This design comes from an exercise in tuning for small area and a short achievable clock period on the open sky130 flow, not from production work.
For this run, only the layout was checked, not whether the RTL still works.

===== design/flow/config.mk =====
export PLATFORM = sky130hd
export DESIGN_NAME = matrix_dot_4x4
export DESIGN_NICKNAME = matrix_dot_4x4
export VERILOG_FILES = /design/flow/design.v
export SDC_FILE = /design/flow/constraint.sdc
export NUM_CORES = 4
export LEC_CHECK = 0
export CAP_MARGIN = 20
export CORE_MARGIN = 2
export CORE_UTILIZATION = 40
export SLEW_MARGIN = 20
export SYNTH_HIERARCHICAL = 1

===== design/flow/constraint.sdc =====
create_clock -name core_clock -period 5.0 [get_ports {clk}]
set_input_delay 1.0000 -clock core_clock [delete_from_list [all_inputs] [get_ports {clk}]]
set_output_delay 1.0000 -clock core_clock [all_outputs]
set_load 0.01 [all_outputs]

===== design/flow/design.v =====
module PE_fa (input x, input y, input z, output s, output c);
    assign s = x ^ y ^ z;
    assign c = (x & y) | (x & z) | (y & z);
endmodule
module PE_ha (input x, input y, output s, output c);
    assign s = x ^ y;
    assign c = x & y;
endmodule
module PE_mul8 (
    input  [7:0]    a,
    input  [7:0]    t,
    output [15:0]   p
);
    wire pp0 = a[0] & t[0];
    wire pp1 = a[0] & t[1];
    wire pp2 = a[0] & t[2];
    wire pp3 = a[0] & t[3];
    wire pp4 = a[0] & t[4];
    wire pp5 = a[0] & t[5];
    wire pp6 = a[0] & t[6];
    wire pp7 = a[0] & t[7];
    wire pp8 = a[1] & t[0];
    wire pp9 = a[1] & t[1];
    wire pp10 = a[1] & t[2];
    wire pp11 = a[1] & t[3];
    wire pp12 = a[1] & t[4];
    wire pp13 = a[1] & t[5];
    wire pp14 = a[1] & t[6];
    wire pp15 = a[1] & t[7];
    wire pp16 = a[2] & t[0];
    wire pp17 = a[2] & t[1];
    wire pp18 = a[2] & t[2];
    wire pp19 = a[2] & t[3];
    wire pp20 = a[2] & t[4];
    wire pp21 = a[2] & t[5];
    wire pp22 = a[2] & t[6];
    wire pp23 = a[2] & t[7];
    wire pp24 = a[3] & t[0];
    wire pp25 = a[3] & t[1];
    wire pp26 = a[3] & t[2];
    wire pp27 = a[3] & t[3];
    wire pp28 = a[3] & t[4];
    wire pp29 = a[3] & t[5];
    wire pp30 = a[3] & t[6];
    wire pp31 = a[3] & t[7];
    wire pp32 = a[4] & t[0];
    wire pp33 = a[4] & t[1];
    wire pp34 = a[4] & t[2];
    wire pp35 = a[4] & t[3];
    wire pp36 = a[4] & t[4];
    wire pp37 = a[4] & t[5];
    wire pp38 = a[4] & t[6];
    wire pp39 = a[4] & t[7];
    wire pp40 = a[5] & t[0];
    wire pp41 = a[5] & t[1];
    wire pp42 = a[5] & t[2];
    wire pp43 = a[5] & t[3];
    wire pp44 = a[5] & t[4];
    wire pp45 = a[5] & t[5];
    wire pp46 = a[5] & t[6];
    wire pp47 = a[5] & t[7];
    wire pp48 = a[6] & t[0];
    wire pp49 = a[6] & t[1];
    wire pp50 = a[6] & t[2];
    wire pp51 = a[6] & t[3];
    wire pp52 = a[6] & t[4];
    wire pp53 = a[6] & t[5];
    wire pp54 = a[6] & t[6];
    wire pp55 = a[6] & t[7];
    wire pp56 = a[7] & t[0];
    wire pp57 = a[7] & t[1];
    wire pp58 = a[7] & t[2];
    wire pp59 = a[7] & t[3];
    wire pp60 = a[7] & t[4];
    wire pp61 = a[7] & t[5];
    wire pp62 = a[7] & t[6];
    wire pp63 = a[7] & t[7];
    wire s64, c64;
    PE_ha us64 (.x(pp6), .y(pp13), .s(s64), .c(c64));
    wire s65, c65;
    PE_fa us65 (.x(pp7), .y(pp14), .z(pp21), .s(s65), .c(c65));
    wire s66, c66;
    PE_ha us66 (.x(pp28), .y(pp35), .s(s66), .c(c66));
    wire s67, c67;
    PE_fa us67 (.x(pp15), .y(pp22), .z(pp29), .s(s67), .c(c67));
    wire s68, c68;
    PE_ha us68 (.x(pp36), .y(pp43), .s(s68), .c(c68));
    wire s69, c69;
    PE_fa us69 (.x(pp23), .y(pp30), .z(pp37), .s(s69), .c(c69));
    wire s70, c70;
    PE_ha us70 (.x(pp4), .y(pp11), .s(s70), .c(c70));
    wire s71, c71;
    PE_fa us71 (.x(pp5), .y(pp12), .z(pp19), .s(s71), .c(c71));
    wire s72, c72;
    PE_ha us72 (.x(pp26), .y(pp33), .s(s72), .c(c72));
    wire s73, c73;
    PE_fa us73 (.x(pp20), .y(pp27), .z(pp34), .s(s73), .c(c73));
    wire s74, c74;
    PE_fa us74 (.x(pp41), .y(pp48), .z(s64), .s(s74), .c(c74));
    wire s75, c75;
    PE_fa us75 (.x(pp42), .y(pp49), .z(pp56), .s(s75), .c(c75));
    wire s76, c76;
    PE_fa us76 (.x(c64), .y(s65), .z(s66), .s(s76), .c(c76));
    wire s77, c77;
    PE_fa us77 (.x(pp50), .y(pp57), .z(c65), .s(s77), .c(c77));
    wire s78, c78;
    PE_fa us78 (.x(c66), .y(s67), .z(s68), .s(s78), .c(c78));
    wire s79, c79;
    PE_fa us79 (.x(pp44), .y(pp51), .z(pp58), .s(s79), .c(c79));
    wire s80, c80;
    PE_fa us80 (.x(c67), .y(c68), .z(s69), .s(s80), .c(c80));
    wire s81, c81;
    PE_fa us81 (.x(pp31), .y(pp38), .z(pp45), .s(s81), .c(c81));
    wire s82, c82;
    PE_fa us82 (.x(pp52), .y(pp59), .z(c69), .s(s82), .c(c82));
    wire s83, c83;
    PE_fa us83 (.x(pp39), .y(pp46), .z(pp53), .s(s83), .c(c83));
    wire s84, c84;
    PE_ha us84 (.x(pp3), .y(pp10), .s(s84), .c(c84));
    wire s85, c85;
    PE_fa us85 (.x(pp18), .y(pp25), .z(pp32), .s(s85), .c(c85));
    wire s86, c86;
    PE_fa us86 (.x(pp40), .y(c70), .z(s71), .s(s86), .c(c86));
    wire s87, c87;
    PE_fa us87 (.x(c71), .y(c72), .z(s73), .s(s87), .c(c87));
    wire s88, c88;
    PE_fa us88 (.x(c73), .y(c74), .z(s75), .s(s88), .c(c88));
    wire s89, c89;
    PE_fa us89 (.x(c75), .y(c76), .z(s77), .s(s89), .c(c89));
    wire s90, c90;
    PE_fa us90 (.x(c77), .y(c78), .z(s79), .s(s90), .c(c90));
    wire s91, c91;
    PE_fa us91 (.x(c79), .y(c80), .z(s81), .s(s91), .c(c91));
    wire s92, c92;
    PE_fa us92 (.x(pp60), .y(c81), .z(c82), .s(s92), .c(c92));
    wire s93, c93;
    PE_fa us93 (.x(pp47), .y(pp54), .z(pp61), .s(s93), .c(c93));
    wire s94, c94;
    PE_ha us94 (.x(pp2), .y(pp9), .s(s94), .c(c94));
    wire s95, c95;
    PE_fa us95 (.x(pp17), .y(pp24), .z(s84), .s(s95), .c(c95));
    wire s96, c96;
    PE_fa us96 (.x(s70), .y(c84), .z(s85), .s(s96), .c(c96));
    wire s97, c97;
    PE_fa us97 (.x(s72), .y(c85), .z(s86), .s(s97), .c(c97));
    wire s98, c98;
    PE_fa us98 (.x(s74), .y(c86), .z(s87), .s(s98), .c(c98));
    wire s99, c99;
    PE_fa us99 (.x(s76), .y(c87), .z(s88), .s(s99), .c(c99));
    wire s100, c100;
    PE_fa us100 (.x(s78), .y(c88), .z(s89), .s(s100), .c(c100));
    wire s101, c101;
    PE_fa us101 (.x(s80), .y(c89), .z(s90), .s(s101), .c(c101));
    wire s102, c102;
    PE_fa us102 (.x(s82), .y(c90), .z(s91), .s(s102), .c(c102));
    wire s103, c103;
    PE_fa us103 (.x(s83), .y(c91), .z(s92), .s(s103), .c(c103));
    wire s104, c104;
    PE_fa us104 (.x(c83), .y(c92), .z(s93), .s(s104), .c(c104));
    wire s105, c105;
    PE_fa us105 (.x(pp55), .y(pp62), .z(c93), .s(s105), .c(c105));
    wire [15:0] r0 = {1'b0, pp63, c104, c103, c102, c101, c100, c99, c98, c97, c96, c95, c94, pp16, pp1, pp0};
    wire [15:0] r1 = {1'b0, c105, s105, s104, s103, s102, s101, s100, s99, s98, s97, s96, s95, s94, pp8, 1'b0};
    assign p = r0 + r1;
endmodule
module PE_mul9 (
    input  [7:0]    a,
    input  [8:0]    t,
    output [16:0]   p
);
    wire pp0 = a[0] & t[0];
    wire pp1 = a[0] & t[1];
    wire pp2 = a[0] & t[2];
    wire pp3 = a[0] & t[3];
    wire pp4 = a[0] & t[4];
    wire pp5 = a[0] & t[5];
    wire pp6 = a[0] & t[6];
    wire pp7 = a[0] & t[7];
    wire pp8 = a[0] & t[8];
    wire pp9 = a[1] & t[0];
    wire pp10 = a[1] & t[1];
    wire pp11 = a[1] & t[2];
    wire pp12 = a[1] & t[3];
    wire pp13 = a[1] & t[4];
    wire pp14 = a[1] & t[5];
    wire pp15 = a[1] & t[6];
    wire pp16 = a[1] & t[7];
    wire pp17 = a[1] & t[8];
    wire pp18 = a[2] & t[0];
    wire pp19 = a[2] & t[1];
    wire pp20 = a[2] & t[2];
    wire pp21 = a[2] & t[3];
    wire pp22 = a[2] & t[4];
    wire pp23 = a[2] & t[5];
    wire pp24 = a[2] & t[6];
    wire pp25 = a[2] & t[7];
    wire pp26 = a[2] & t[8];
    wire pp27 = a[3] & t[0];
    wire pp28 = a[3] & t[1];
    wire pp29 = a[3] & t[2];
    wire pp30 = a[3] & t[3];
    wire pp31 = a[3] & t[4];
    wire pp32 = a[3] & t[5];
    wire pp33 = a[3] & t[6];
    wire pp34 = a[3] & t[7];
    wire pp35 = a[3] & t[8];
    wire pp36 = a[4] & t[0];
    wire pp37 = a[4] & t[1];
    wire pp38 = a[4] & t[2];
    wire pp39 = a[4] & t[3];
    wire pp40 = a[4] & t[4];
    wire pp41 = a[4] & t[5];
    wire pp42 = a[4] & t[6];
    wire pp43 = a[4] & t[7];
    wire pp44 = a[4] & t[8];
    wire pp45 = a[5] & t[0];
    wire pp46 = a[5] & t[1];
    wire pp47 = a[5] & t[2];
    wire pp48 = a[5] & t[3];
    wire pp49 = a[5] & t[4];
    wire pp50 = a[5] & t[5];
    wire pp51 = a[5] & t[6];
    wire pp52 = a[5] & t[7];
    wire pp53 = a[5] & t[8];
    wire pp54 = a[6] & t[0];
    wire pp55 = a[6] & t[1];
    wire pp56 = a[6] & t[2];
    wire pp57 = a[6] & t[3];
    wire pp58 = a[6] & t[4];
    wire pp59 = a[6] & t[5];
    wire pp60 = a[6] & t[6];
    wire pp61 = a[6] & t[7];
    wire pp62 = a[6] & t[8];
    wire pp63 = a[7] & t[0];
    wire pp64 = a[7] & t[1];
    wire pp65 = a[7] & t[2];
    wire pp66 = a[7] & t[3];
    wire pp67 = a[7] & t[4];
    wire pp68 = a[7] & t[5];
    wire pp69 = a[7] & t[6];
    wire pp70 = a[7] & t[7];
    wire pp71 = a[7] & t[8];
    wire s72, c72;
    PE_ha us72 (.x(pp6), .y(pp14), .s(s72), .c(c72));
    wire s73, c73;
    PE_fa us73 (.x(pp7), .y(pp15), .z(pp23), .s(s73), .c(c73));
    wire s74, c74;
    PE_ha us74 (.x(pp31), .y(pp39), .s(s74), .c(c74));
    wire s75, c75;
    PE_fa us75 (.x(pp8), .y(pp16), .z(pp24), .s(s75), .c(c75));
    wire s76, c76;
    PE_fa us76 (.x(pp32), .y(pp40), .z(pp48), .s(s76), .c(c76));
    wire s77, c77;
    PE_fa us77 (.x(pp17), .y(pp25), .z(pp33), .s(s77), .c(c77));
    wire s78, c78;
    PE_ha us78 (.x(pp41), .y(pp49), .s(s78), .c(c78));
    wire s79, c79;
    PE_fa us79 (.x(pp26), .y(pp34), .z(pp42), .s(s79), .c(c79));
    wire s80, c80;
    PE_ha us80 (.x(pp4), .y(pp12), .s(s80), .c(c80));
    wire s81, c81;
    PE_fa us81 (.x(pp5), .y(pp13), .z(pp21), .s(s81), .c(c81));
    wire s82, c82;
    PE_ha us82 (.x(pp29), .y(pp37), .s(s82), .c(c82));
    wire s83, c83;
    PE_fa us83 (.x(pp22), .y(pp30), .z(pp38), .s(s83), .c(c83));
    wire s84, c84;
    PE_fa us84 (.x(pp46), .y(pp54), .z(s72), .s(s84), .c(c84));
    wire s85, c85;
    PE_fa us85 (.x(pp47), .y(pp55), .z(pp63), .s(s85), .c(c85));
    wire s86, c86;
    PE_fa us86 (.x(c72), .y(s73), .z(s74), .s(s86), .c(c86));
    wire s87, c87;
    PE_fa us87 (.x(pp56), .y(pp64), .z(c73), .s(s87), .c(c87));
    wire s88, c88;
    PE_fa us88 (.x(c74), .y(s75), .z(s76), .s(s88), .c(c88));
    wire s89, c89;
    PE_fa us89 (.x(pp57), .y(pp65), .z(c75), .s(s89), .c(c89));
    wire s90, c90;
    PE_fa us90 (.x(c76), .y(s77), .z(s78), .s(s90), .c(c90));
    wire s91, c91;
    PE_fa us91 (.x(pp50), .y(pp58), .z(pp66), .s(s91), .c(c91));
    wire s92, c92;
    PE_fa us92 (.x(c77), .y(c78), .z(s79), .s(s92), .c(c92));
    wire s93, c93;
    PE_fa us93 (.x(pp35), .y(pp43), .z(pp51), .s(s93), .c(c93));
    wire s94, c94;
    PE_fa us94 (.x(pp59), .y(pp67), .z(c79), .s(s94), .c(c94));
    wire s95, c95;
    PE_fa us95 (.x(pp44), .y(pp52), .z(pp60), .s(s95), .c(c95));
    wire s96, c96;
    PE_ha us96 (.x(pp3), .y(pp11), .s(s96), .c(c96));
    wire s97, c97;
    PE_fa us97 (.x(pp20), .y(pp28), .z(pp36), .s(s97), .c(c97));
    wire s98, c98;
    PE_fa us98 (.x(pp45), .y(c80), .z(s81), .s(s98), .c(c98));
    wire s99, c99;
    PE_fa us99 (.x(c81), .y(c82), .z(s83), .s(s99), .c(c99));
    wire s100, c100;
    PE_fa us100 (.x(c83), .y(c84), .z(s85), .s(s100), .c(c100));
    wire s101, c101;
    PE_fa us101 (.x(c85), .y(c86), .z(s87), .s(s101), .c(c101));
    wire s102, c102;
    PE_fa us102 (.x(c87), .y(c88), .z(s89), .s(s102), .c(c102));
    wire s103, c103;
    PE_fa us103 (.x(c89), .y(c90), .z(s91), .s(s103), .c(c103));
    wire s104, c104;
    PE_fa us104 (.x(c91), .y(c92), .z(s93), .s(s104), .c(c104));
    wire s105, c105;
    PE_fa us105 (.x(pp68), .y(c93), .z(c94), .s(s105), .c(c105));
    wire s106, c106;
    PE_fa us106 (.x(pp53), .y(pp61), .z(pp69), .s(s106), .c(c106));
    wire s107, c107;
    PE_ha us107 (.x(pp2), .y(pp10), .s(s107), .c(c107));
    wire s108, c108;
    PE_fa us108 (.x(pp19), .y(pp27), .z(s96), .s(s108), .c(c108));
    wire s109, c109;
    PE_fa us109 (.x(s80), .y(c96), .z(s97), .s(s109), .c(c109));
    wire s110, c110;
    PE_fa us110 (.x(s82), .y(c97), .z(s98), .s(s110), .c(c110));
    wire s111, c111;
    PE_fa us111 (.x(s84), .y(c98), .z(s99), .s(s111), .c(c111));
    wire s112, c112;
    PE_fa us112 (.x(s86), .y(c99), .z(s100), .s(s112), .c(c112));
    wire s113, c113;
    PE_fa us113 (.x(s88), .y(c100), .z(s101), .s(s113), .c(c113));
    wire s114, c114;
    PE_fa us114 (.x(s90), .y(c101), .z(s102), .s(s114), .c(c114));
    wire s115, c115;
    PE_fa us115 (.x(s92), .y(c102), .z(s103), .s(s115), .c(c115));
    wire s116, c116;
    PE_fa us116 (.x(s94), .y(c103), .z(s104), .s(s116), .c(c116));
    wire s117, c117;
    PE_fa us117 (.x(s95), .y(c104), .z(s105), .s(s117), .c(c117));
    wire s118, c118;
    PE_fa us118 (.x(c95), .y(c105), .z(s106), .s(s118), .c(c118));
    wire s119, c119;
    PE_fa us119 (.x(pp62), .y(pp70), .z(c106), .s(s119), .c(c119));
    wire [16:0] r0 = {1'b0, pp71, c118, c117, c116, c115, c114, c113, c112, c111, c110, c109, c108, c107, pp18, pp1, pp0};
    wire [16:0] r1 = {1'b0, c119, s119, s118, s117, s116, s115, s114, s113, s112, s111, s110, s109, s108, s107, pp9, 1'b0};
    assign p = r0 + r1;
endmodule
module PE_mul10 (
    input  [7:0]    a,
    input  [9:0]    t,
    output [17:0]   p
);
    wire pp0 = a[0] & t[0];
    wire pp1 = a[0] & t[1];
    wire pp2 = a[0] & t[2];
    wire pp3 = a[0] & t[3];
    wire pp4 = a[0] & t[4];
    wire pp5 = a[0] & t[5];
    wire pp6 = a[0] & t[6];
    wire pp7 = a[0] & t[7];
    wire pp8 = a[0] & t[8];
    wire pp9 = a[0] & t[9];
    wire pp10 = a[1] & t[0];
    wire pp11 = a[1] & t[1];
    wire pp12 = a[1] & t[2];
    wire pp13 = a[1] & t[3];
    wire pp14 = a[1] & t[4];
    wire pp15 = a[1] & t[5];
    wire pp16 = a[1] & t[6];
    wire pp17 = a[1] & t[7];
    wire pp18 = a[1] & t[8];
    wire pp19 = a[1] & t[9];
    wire pp20 = a[2] & t[0];
    wire pp21 = a[2] & t[1];
    wire pp22 = a[2] & t[2];
    wire pp23 = a[2] & t[3];
    wire pp24 = a[2] & t[4];
    wire pp25 = a[2] & t[5];
    wire pp26 = a[2] & t[6];
    wire pp27 = a[2] & t[7];
    wire pp28 = a[2] & t[8];
    wire pp29 = a[2] & t[9];
    wire pp30 = a[3] & t[0];
    wire pp31 = a[3] & t[1];
    wire pp32 = a[3] & t[2];
    wire pp33 = a[3] & t[3];
    wire pp34 = a[3] & t[4];
    wire pp35 = a[3] & t[5];
    wire pp36 = a[3] & t[6];
    wire pp37 = a[3] & t[7];
    wire pp38 = a[3] & t[8];
    wire pp39 = a[3] & t[9];
    wire pp40 = a[4] & t[0];
    wire pp41 = a[4] & t[1];
    wire pp42 = a[4] & t[2];
    wire pp43 = a[4] & t[3];
    wire pp44 = a[4] & t[4];
    wire pp45 = a[4] & t[5];
    wire pp46 = a[4] & t[6];
    wire pp47 = a[4] & t[7];
    wire pp48 = a[4] & t[8];
    wire pp49 = a[4] & t[9];
    wire pp50 = a[5] & t[0];
    wire pp51 = a[5] & t[1];
    wire pp52 = a[5] & t[2];
    wire pp53 = a[5] & t[3];
    wire pp54 = a[5] & t[4];
    wire pp55 = a[5] & t[5];
    wire pp56 = a[5] & t[6];
    wire pp57 = a[5] & t[7];
    wire pp58 = a[5] & t[8];
    wire pp59 = a[5] & t[9];
    wire pp60 = a[6] & t[0];
    wire pp61 = a[6] & t[1];
    wire pp62 = a[6] & t[2];
    wire pp63 = a[6] & t[3];
    wire pp64 = a[6] & t[4];
    wire pp65 = a[6] & t[5];
    wire pp66 = a[6] & t[6];
    wire pp67 = a[6] & t[7];
    wire pp68 = a[6] & t[8];
    wire pp69 = a[6] & t[9];
    wire pp70 = a[7] & t[0];
    wire pp71 = a[7] & t[1];
    wire pp72 = a[7] & t[2];
    wire pp73 = a[7] & t[3];
    wire pp74 = a[7] & t[4];
    wire pp75 = a[7] & t[5];
    wire pp76 = a[7] & t[6];
    wire pp77 = a[7] & t[7];
    wire pp78 = a[7] & t[8];
    wire pp79 = a[7] & t[9];
    wire s80, c80;
    PE_ha us80 (.x(pp6), .y(pp15), .s(s80), .c(c80));
    wire s81, c81;
    PE_fa us81 (.x(pp7), .y(pp16), .z(pp25), .s(s81), .c(c81));
    wire s82, c82;
    PE_ha us82 (.x(pp34), .y(pp43), .s(s82), .c(c82));
    wire s83, c83;
    PE_fa us83 (.x(pp8), .y(pp17), .z(pp26), .s(s83), .c(c83));
    wire s84, c84;
    PE_fa us84 (.x(pp35), .y(pp44), .z(pp53), .s(s84), .c(c84));
    wire s85, c85;
    PE_fa us85 (.x(pp9), .y(pp18), .z(pp27), .s(s85), .c(c85));
    wire s86, c86;
    PE_fa us86 (.x(pp36), .y(pp45), .z(pp54), .s(s86), .c(c86));
    wire s87, c87;
    PE_fa us87 (.x(pp19), .y(pp28), .z(pp37), .s(s87), .c(c87));
    wire s88, c88;
    PE_ha us88 (.x(pp46), .y(pp55), .s(s88), .c(c88));
    wire s89, c89;
    PE_fa us89 (.x(pp29), .y(pp38), .z(pp47), .s(s89), .c(c89));
    wire s90, c90;
    PE_ha us90 (.x(pp4), .y(pp13), .s(s90), .c(c90));
    wire s91, c91;
    PE_fa us91 (.x(pp5), .y(pp14), .z(pp23), .s(s91), .c(c91));
    wire s92, c92;
    PE_ha us92 (.x(pp32), .y(pp41), .s(s92), .c(c92));
    wire s93, c93;
    PE_fa us93 (.x(pp24), .y(pp33), .z(pp42), .s(s93), .c(c93));
    wire s94, c94;
    PE_fa us94 (.x(pp51), .y(pp60), .z(s80), .s(s94), .c(c94));
    wire s95, c95;
    PE_fa us95 (.x(pp52), .y(pp61), .z(pp70), .s(s95), .c(c95));
    wire s96, c96;
    PE_fa us96 (.x(c80), .y(s81), .z(s82), .s(s96), .c(c96));
    wire s97, c97;
    PE_fa us97 (.x(pp62), .y(pp71), .z(c81), .s(s97), .c(c97));
    wire s98, c98;
    PE_fa us98 (.x(c82), .y(s83), .z(s84), .s(s98), .c(c98));
    wire s99, c99;
    PE_fa us99 (.x(pp63), .y(pp72), .z(c83), .s(s99), .c(c99));
    wire s100, c100;
    PE_fa us100 (.x(c84), .y(s85), .z(s86), .s(s100), .c(c100));
    wire s101, c101;
    PE_fa us101 (.x(pp64), .y(pp73), .z(c85), .s(s101), .c(c101));
    wire s102, c102;
    PE_fa us102 (.x(c86), .y(s87), .z(s88), .s(s102), .c(c102));
    wire s103, c103;
    PE_fa us103 (.x(pp56), .y(pp65), .z(pp74), .s(s103), .c(c103));
    wire s104, c104;
    PE_fa us104 (.x(c87), .y(c88), .z(s89), .s(s104), .c(c104));
    wire s105, c105;
    PE_fa us105 (.x(pp39), .y(pp48), .z(pp57), .s(s105), .c(c105));
    wire s106, c106;
    PE_fa us106 (.x(pp66), .y(pp75), .z(c89), .s(s106), .c(c106));
    wire s107, c107;
    PE_fa us107 (.x(pp49), .y(pp58), .z(pp67), .s(s107), .c(c107));
    wire s108, c108;
    PE_ha us108 (.x(pp3), .y(pp12), .s(s108), .c(c108));
    wire s109, c109;
    PE_fa us109 (.x(pp22), .y(pp31), .z(pp40), .s(s109), .c(c109));
    wire s110, c110;
    PE_fa us110 (.x(pp50), .y(c90), .z(s91), .s(s110), .c(c110));
    wire s111, c111;
    PE_fa us111 (.x(c91), .y(c92), .z(s93), .s(s111), .c(c111));
    wire s112, c112;
    PE_fa us112 (.x(c93), .y(c94), .z(s95), .s(s112), .c(c112));
    wire s113, c113;
    PE_fa us113 (.x(c95), .y(c96), .z(s97), .s(s113), .c(c113));
    wire s114, c114;
    PE_fa us114 (.x(c97), .y(c98), .z(s99), .s(s114), .c(c114));
    wire s115, c115;
    PE_fa us115 (.x(c99), .y(c100), .z(s101), .s(s115), .c(c115));
    wire s116, c116;
    PE_fa us116 (.x(c101), .y(c102), .z(s103), .s(s116), .c(c116));
    wire s117, c117;
    PE_fa us117 (.x(c103), .y(c104), .z(s105), .s(s117), .c(c117));
    wire s118, c118;
    PE_fa us118 (.x(pp76), .y(c105), .z(c106), .s(s118), .c(c118));
    wire s119, c119;
    PE_fa us119 (.x(pp59), .y(pp68), .z(pp77), .s(s119), .c(c119));
    wire s120, c120;
    PE_ha us120 (.x(pp2), .y(pp11), .s(s120), .c(c120));
    wire s121, c121;
    PE_fa us121 (.x(pp21), .y(pp30), .z(s108), .s(s121), .c(c121));
    wire s122, c122;
    PE_fa us122 (.x(s90), .y(c108), .z(s109), .s(s122), .c(c122));
    wire s123, c123;
    PE_fa us123 (.x(s92), .y(c109), .z(s110), .s(s123), .c(c123));
    wire s124, c124;
    PE_fa us124 (.x(s94), .y(c110), .z(s111), .s(s124), .c(c124));
    wire s125, c125;
    PE_fa us125 (.x(s96), .y(c111), .z(s112), .s(s125), .c(c125));
    wire s126, c126;
    PE_fa us126 (.x(s98), .y(c112), .z(s113), .s(s126), .c(c126));
    wire s127, c127;
    PE_fa us127 (.x(s100), .y(c113), .z(s114), .s(s127), .c(c127));
    wire s128, c128;
    PE_fa us128 (.x(s102), .y(c114), .z(s115), .s(s128), .c(c128));
    wire s129, c129;
    PE_fa us129 (.x(s104), .y(c115), .z(s116), .s(s129), .c(c129));
    wire s130, c130;
    PE_fa us130 (.x(s106), .y(c116), .z(s117), .s(s130), .c(c130));
    wire s131, c131;
    PE_fa us131 (.x(s107), .y(c117), .z(s118), .s(s131), .c(c131));
    wire s132, c132;
    PE_fa us132 (.x(c107), .y(c118), .z(s119), .s(s132), .c(c132));
    wire s133, c133;
    PE_fa us133 (.x(pp69), .y(pp78), .z(c119), .s(s133), .c(c133));
    wire [17:0] r0 = {1'b0, pp79, c132, c131, c130, c129, c128, c127, c126, c125, c124, c123, c122, c121, c120, pp20, pp1, pp0};
    wire [17:0] r1 = {1'b0, c133, s133, s132, s131, s130, s129, s128, s127, s126, s125, s124, s123, s122, s121, s120, pp10, 1'b0};
    assign p = r0 + r1;
endmodule
module matrix_dot_4x4 (
    input clk,
    input reset,
    input [7:0] A_in_0, A_in_1, A_in_2, A_in_3,
    input [7:0] B_in_0, B_in_1, B_in_2, B_in_3,
    output [31:0] C_out_00, C_out_01, C_out_02, C_out_03,
    output [31:0] C_out_10, C_out_11, C_out_12, C_out_13,
    output [31:0] C_out_20, C_out_21, C_out_22, C_out_23,
    output [31:0] C_out_30, C_out_31, C_out_32, C_out_33
);
    reg [7:0] a0_0;
    reg [7:0] a0_1;
    reg [7:0] a0_2;
    reg [7:0] a0_3;
    reg [7:0] a1_0;
    reg [7:0] a1_1;
    reg [7:0] a1_2;
    reg [7:0] a1_3;
    reg [7:0] a2_0;
    reg [7:0] a2_1;
    reg [7:0] a2_2;
    reg [7:0] a2_3;
    reg [7:0] a3_0;
    reg [7:0] a3_1;
    reg [7:0] a3_2;
    reg [7:0] a3_3;
    reg [7:0] t0_0;
    reg [7:0] t0_1;
    reg [7:0] t0_2;
    reg [7:0] t0_3;
    reg [8:0] t1_0;
    reg [8:0] t1_1;
    reg [8:0] t1_2;
    reg [8:0] t1_3;
    reg [9:0] t2_0;
    reg [9:0] t2_1;
    reg [9:0] t2_2;
    reg [9:0] t2_3;
    reg [9:0] t3_0;
    reg [9:0] t3_1;
    reg [9:0] t3_2;
    reg [9:0] t3_3;
    always @(posedge clk) begin
        a0_0 <= A_in_0;
        a0_1 <= a0_0;
        a0_2 <= a0_1;
        a0_3 <= a0_2;
        a1_0 <= A_in_1;
        a1_1 <= a1_0;
        a1_2 <= a1_1;
        a1_3 <= a1_2;
        a2_0 <= A_in_2;
        a2_1 <= a2_0;
        a2_2 <= a2_1;
        a2_3 <= a2_2;
        a3_0 <= A_in_3;
        a3_1 <= a3_0;
        a3_2 <= a3_1;
        a3_3 <= a3_2;
        t0_0 <= B_in_0;
        t1_0 <= t0_0 + B_in_1;
        t2_0 <= t1_0 + B_in_2;
        t3_0 <= t2_0 + B_in_3;
        t0_1 <= t0_0;
        t0_2 <= t0_1;
        t0_3 <= t0_2;
        t1_1 <= t1_0;
        t1_2 <= t1_1;
        t1_3 <= t1_2;
        t2_1 <= t2_0;
        t2_2 <= t2_1;
        t2_3 <= t2_2;
        t3_1 <= t3_0;
        t3_2 <= t3_1;
        t3_3 <= t3_2;
    end
    wire [15:0] p00;
    reg  [15:0] q00;
    PE_mul8 m00 (.a(a0_0), .t(t0_0), .p(p00));
    wire [16:0] p01;
    reg  [16:0] q01;
    PE_mul9 m01 (.a(a0_1), .t(t1_0), .p(p01));
    wire [17:0] p02;
    reg  [17:0] q02;
    PE_mul10 m02 (.a(a0_2), .t(t2_0), .p(p02));
    wire [17:0] p03;
    reg  [17:0] q03;
    PE_mul10 m03 (.a(a0_3), .t(t3_0), .p(p03));
    wire [15:0] p10;
    reg  [15:0] q10;
    PE_mul8 m10 (.a(a1_0), .t(t0_1), .p(p10));
    wire [16:0] p11;
    reg  [16:0] q11;
    PE_mul9 m11 (.a(a1_1), .t(t1_1), .p(p11));
    wire [17:0] p12;
    reg  [17:0] q12;
    PE_mul10 m12 (.a(a1_2), .t(t2_1), .p(p12));
    wire [17:0] p13;
    reg  [17:0] q13;
    PE_mul10 m13 (.a(a1_3), .t(t3_1), .p(p13));
    wire [15:0] p20;
    reg  [15:0] q20;
    PE_mul8 m20 (.a(a2_0), .t(t0_2), .p(p20));
    wire [16:0] p21;
    reg  [16:0] q21;
    PE_mul9 m21 (.a(a2_1), .t(t1_2), .p(p21));
    wire [17:0] p22;
    reg  [17:0] q22;
    PE_mul10 m22 (.a(a2_2), .t(t2_2), .p(p22));
    wire [17:0] p23;
    reg  [17:0] q23;
    PE_mul10 m23 (.a(a2_3), .t(t3_2), .p(p23));
    wire [15:0] p30;
    reg  [15:0] q30;
    PE_mul8 m30 (.a(a3_0), .t(t0_3), .p(p30));
    wire [16:0] p31;
    reg  [16:0] q31;
    PE_mul9 m31 (.a(a3_1), .t(t1_3), .p(p31));
    wire [17:0] p32;
    reg  [17:0] q32;
    PE_mul10 m32 (.a(a3_2), .t(t2_3), .p(p32));
    wire [17:0] p33;
    reg  [17:0] q33;
    PE_mul10 m33 (.a(a3_3), .t(t3_3), .p(p33));
    always @(posedge clk) begin
        q00 <= p00;
        q01 <= p01;
        q02 <= p02;
        q03 <= p03;
        q10 <= p10;
        q11 <= p11;
        q12 <= p12;
        q13 <= p13;
        q20 <= p20;
        q21 <= p21;
        q22 <= p22;
        q23 <= p23;
        q30 <= p30;
        q31 <= p31;
        q32 <= p32;
        q33 <= p33;
    end
    assign C_out_00 = {16'd0, q00};
    assign C_out_01 = {15'd0, q01};
    assign C_out_02 = {14'd0, q02};
    assign C_out_03 = {14'd0, q03};
    assign C_out_10 = {16'd0, q10};
    assign C_out_11 = {15'd0, q11};
    assign C_out_12 = {14'd0, q12};
    assign C_out_13 = {14'd0, q13};
    assign C_out_20 = {16'd0, q20};
    assign C_out_21 = {15'd0, q21};
    assign C_out_22 = {14'd0, q22};
    assign C_out_23 = {14'd0, q23};
    assign C_out_30 = {16'd0, q30};
    assign C_out_31 = {15'd0, q31};
    assign C_out_32 = {14'd0, q32};
    assign C_out_33 = {14'd0, q33};
endmodule

===== design/flow/run.sh =====
#!/bin/bash
# synth_recipe.tcl (not shown) runs the flow's synth.tcl, then flattens the netlist and writes it again
# the make line also repeats each setting of config.mk as NAME=value (left out here)
make -C /OpenROAD-flow-scripts/flow DESIGN_CONFIG=/design/flow/config.mk WORK_HOME=/design/flow/orfs CLKGATE_MAP_FILE= SYNTH_SCRIPT=/design/flow/synth_recipe.tcl finish

==> reports/qor.yml <==
cts_num_sinks: 552
layout-area-overhead-vs-synth_pct: 14.1
drt_iter0_drc: 1441
ys_seq_elements: 552
critical_path.most_common_cell: "fa_1"
ys_async_sr_fraction_pct: 0
crit_fanout: 9
die_x_microns: 352
initial_drt_pass_iterations: 7
finish.net_count: 6017
grt_pass1_wl_mm: 188
io_buffer_count: 340
tritoncts: "built"
finish.cell_count_without_fillers: 6538
post_layout_minimum_cycle_time_ns: 4.44
die_height_microns: 352
timing.hold.worst_path_depth: 0
timing.reg2reg.worst_path_depth: 11
synthesis.area_sq_um: 48400
globalRoute.totalOverflow: 0
worst_r2r_endpoint: "q11[14]$_DFF_P_"
report.final.hold_viol_count: 0
crit_path_start_kind: "register"
cp_cell_sequence: "and2_1 -> fa_1 -> fa_1 -> fa_1 -> fa_1 -> ha_1 -> inv_1 -> o31ai_1 -> a221oi_1 -> o21a_1 -> o311ai_0"
post-cts-setup-buffer-count: 0
vias: 32591
route.met2.wl_mm: 56.9
wl_met1_mm: 50.2
status: "timing/DRC/antenna clean"
max_slew.worst_pin.slew_ns: 0.609
worstHoldPathType: "register to register"
most-common-layout-cells: "and2_1, fa_1, dfxtp_1"
yosys.area.top_type: "fa_1"
path_delay_family: "adder cells"
clock_tree.htree_level_count: 3
grt_setup_unrepaired: "false"
layout-drive-gt1-share_pct: 4.89
post-route-cell-area_sq_um: 55200
fmax_mhz: 225
finalMaxSlewViolations: 0
finalCritPeriodShare_pct: 88.8
topRoutingLayerUsed: "met5"
cts_buffers: 73
synth_seq_area_share_pct: 22.9
initial_core_util_pct: 40.3
setup_viol: 0
layout_commonest_cell: "and2_1"
synth_edf_count: 0
yosys.area.top_type_share_pct: 28.9
cts-root-to-sink-buffers: 3
drv_cap: 0
post_synth.cell_area_avg_sq_um: 10.7
grt_start_max_net_pins: 14
drt_wl_total_mm: 115
placedInstanceArea_sq_um: 52700
row_count: 127
worstPathBufferInverterCount: 1
final.fill_count: 11178
critical_path_class: "register to register"
worst_setup_hold_path_clk_slew_ns: 0.06
hold_end: "a3_2[7]$_DFF_P_"
track_usage_pct: 19.1
detail-route-antenna-nets: 0
dpl.hpwl_mm: 90.5
multi_input_area_sq_um: 36000
synth_cell_types: 66
ys_top_cells_by_area: "fa_1, dfxtp_1, and2_1"
slew_headroom_pct: 59.0
timing.reg2reg.setup_slack_ns: 0.56
finClkSkew_ns: 0.0248
critical_path_arrival_ns: 4.97
die_area_sq_um: 124000
regToRegStartpoint: "t1_1[7]$_DFF_P_"
pin_count: 578
coreArea_sq_um: 120000
cts.hold.buffers_added: 0
ys.warnings.count: 7
via_count_of_the_first_global_routing_pass: 35044
worst_path_largest_cell_delay_ns: 0.58
wire_per_inst_microns: 17.6
remaining_drc_errors: 0
seq_area_sq_um: 11100
holdWs_ns: 0.474
postSynth.topFlopCell: "dfxtp_1"
timing.critical_path.to_type: "register"
clock_latency_at_the_later_pin_of_the_worst_skew_pair_ns: 0.67
cts_resized: 0
crit_slowest_cell: "fa_1"
antenna_found_initial: 2
place_inst: 6409
hold_path.startpoint: "a3_1[7]$_DFF_P_"
met3RoutedLength_mm: 4.58
clock-root-buffer: "clkbuf_16"
required_ns: 5.53
gp_congestion: 0.843
cell_count_after_synthesis: 4499
final.setup.tns_ns: 0
avgViaCountPerCell: 4.98
## Yosys stat by module, one instance, submodules excluded
| module | cells | cell area, sq um | flip-flops and latches | copies in the design |
|---|---|---|---|---|
| PE_mul9 | 173 | 1180 | 0 | 4 |
| PE_mul8 | 146 | 1030 | 0 | 4 |
| PE_fa | 1 | 20.0 | 0 | 680 |
| PE_mul10 | 189 | 1330 | 0 | 8 |
| PE_ha | 1 | 12.5 | 0 | 112 |
| matrix_dot_4x4 | 919 | 13800 | 552 | 1 |
## state kept, by name, summed over array words and instances (netlist names), 17 cells and up
signal and count:
q03 18, q02 18, q11 17, q21 17, q32 18, q33 18
q12 18, q23 18, q13 18, q22 18, q31 17, q01 17
## cell type report
class,count,area share (%)
Multi-Input combinational cell,3850,65.2
Timing Repair Buffer,351,6.32
Antenna cell,1,0.00453
Inverter,44,0.299
Clock buffer,95,3.75
Sequential cell,552,20.0
Tap cell,1612,3.66
Clock inverter,33,0.775
## stage by stage
step	util [%]	setup WS, ns
2_1_floorplan	-	1.17
3_3_place_gp	43.9	0.636
3_5_place_dp	43.9	0.624
4_1_cts	46.0	0.542
5_1_grt	46.0	0.347
6_report	46.0	0.558
## synthesized netlist by cell type (9+ instances only)
master and instances:
o21ai_0 78, mux2i_1 24, a21oi_1 172, nor2_1 153, a2111oi_0 12, buf_4 252
a21o_1 80, nor3_1 36, o21a_1 10, o211ai_1 18, xnor2_1 137, nand3_1 77
nor2b_1 34, o2111ai_1 9, and3_1 25, nand2_1 99, nand2b_1 24, xor2_1 55
nand4_1 21, a221oi_2 16, o21ai_1 16, buf_2 32, a21oi_2 9, a211oi_1 17
a31oi_1 19, inv_1 44, o21bai_1 14, fa_1 699, dfxtp_1 552, o21ai_2 9
and2_1 1210, ha_1 380
## cells by family after synthesis
| group | after synthesis | share of synthesized area (%) |
|---|---|---|
| simple gates | 1735 | 21.1 |
| fa+ha+maj | 1079 | 38.8 |
| compound gates | 584 | 8.72 |
| flops | 552 | 22.9 |
| buf+inv | 332 | 4.62 |
| xor+xnor | 192 | 3.48 |
| mux | 24 | 0.497 |
| other cells | 1 | 0.00775 |
## per-layer routing
| metal | vias to the layer above | global-route usage, % |
|---|---|---|
| met2 | 576 | 32.4 |
| met3 | 168 | 3.34 |
| met1 | 16511 | 24.7 |
| met5 | - | 0 |
| li1 | 15334 | - |
| met4 | 2 | 6.02 |
## worst max-delay path by stage
| stage | startpoint | to | slack, ns | cells after the start |
|---|---|---|---|---|
| final | t1_1[7]$_DFF_P_ | q11[14]$_DFF_P_ | 0.56 | 11 |
| after global routing | t1_1[7]$_DFF_P_ | q11[14]$_DFF_P_ | 0.35 | 11 |
| after CTS | t1_1[7]$_DFF_P_ | q11[14]$_DFF_P_ | 0.54 | 11 |
| after detailed placement | t1_1[7]$_DFF_P_ | q11[14]$_DFF_P_ | 0.62 | 11 |
| after global placement | t1_0[7]$_DFF_P_ | q01[14]$_DFF_P_ | 0.64 | 11 |
| after floorplan | t1_0[6]$_DFF_P_ | q01[14]$_DFF_P_ | 1.17 | 11 |
## worst register-to-register path, cell delays in order (launching register included)
cell and delay [ns]:
dfxtp_1 0.57, and2_1 0.22, fa_1 0.44, fa_1 0.48, fa_1 0.58, fa_1 0.43, ha_1 0.39, inv_1 0.11
o31ai_1 0.36, a221oi_1 0.17, o21a_1 0.17, o311ai_0 0.37

afterwards: timing with drivers on the ports:
Ports are ideal in the flow. The routed layout listed here was re-timed in OpenROAD.
Step 1 (the two cells are an assumption about what drives the block):
set clk [get_ports {clk}]
set_driving_cell -lib_cell sky130_fd_sc_hd__clkbuf_16 $clk
set_driving_cell -lib_cell sky130_fd_sc_hd__buf_2 [delete_from_list [all_inputs] $clk]
Step 2 times the ports against the registers' clock, not the clock port: input delays grow and output delays shrink by t, the midpoint of the rising clock arrivals with the driver on.
a / b / c = no drivers / after step 1 / after step 2; a / b = the first two.
t (ns): 0.728
setup slack, ns: 0.558 / 0.558 / 0.558
worst setup path at the end: register to register
cell pins on the clock port's net: 1
After both steps setup and hold are still met in this run. For this run, drivers alone change the setup slack by 0.000 ns; drivers and shift together by 0.000 ns.
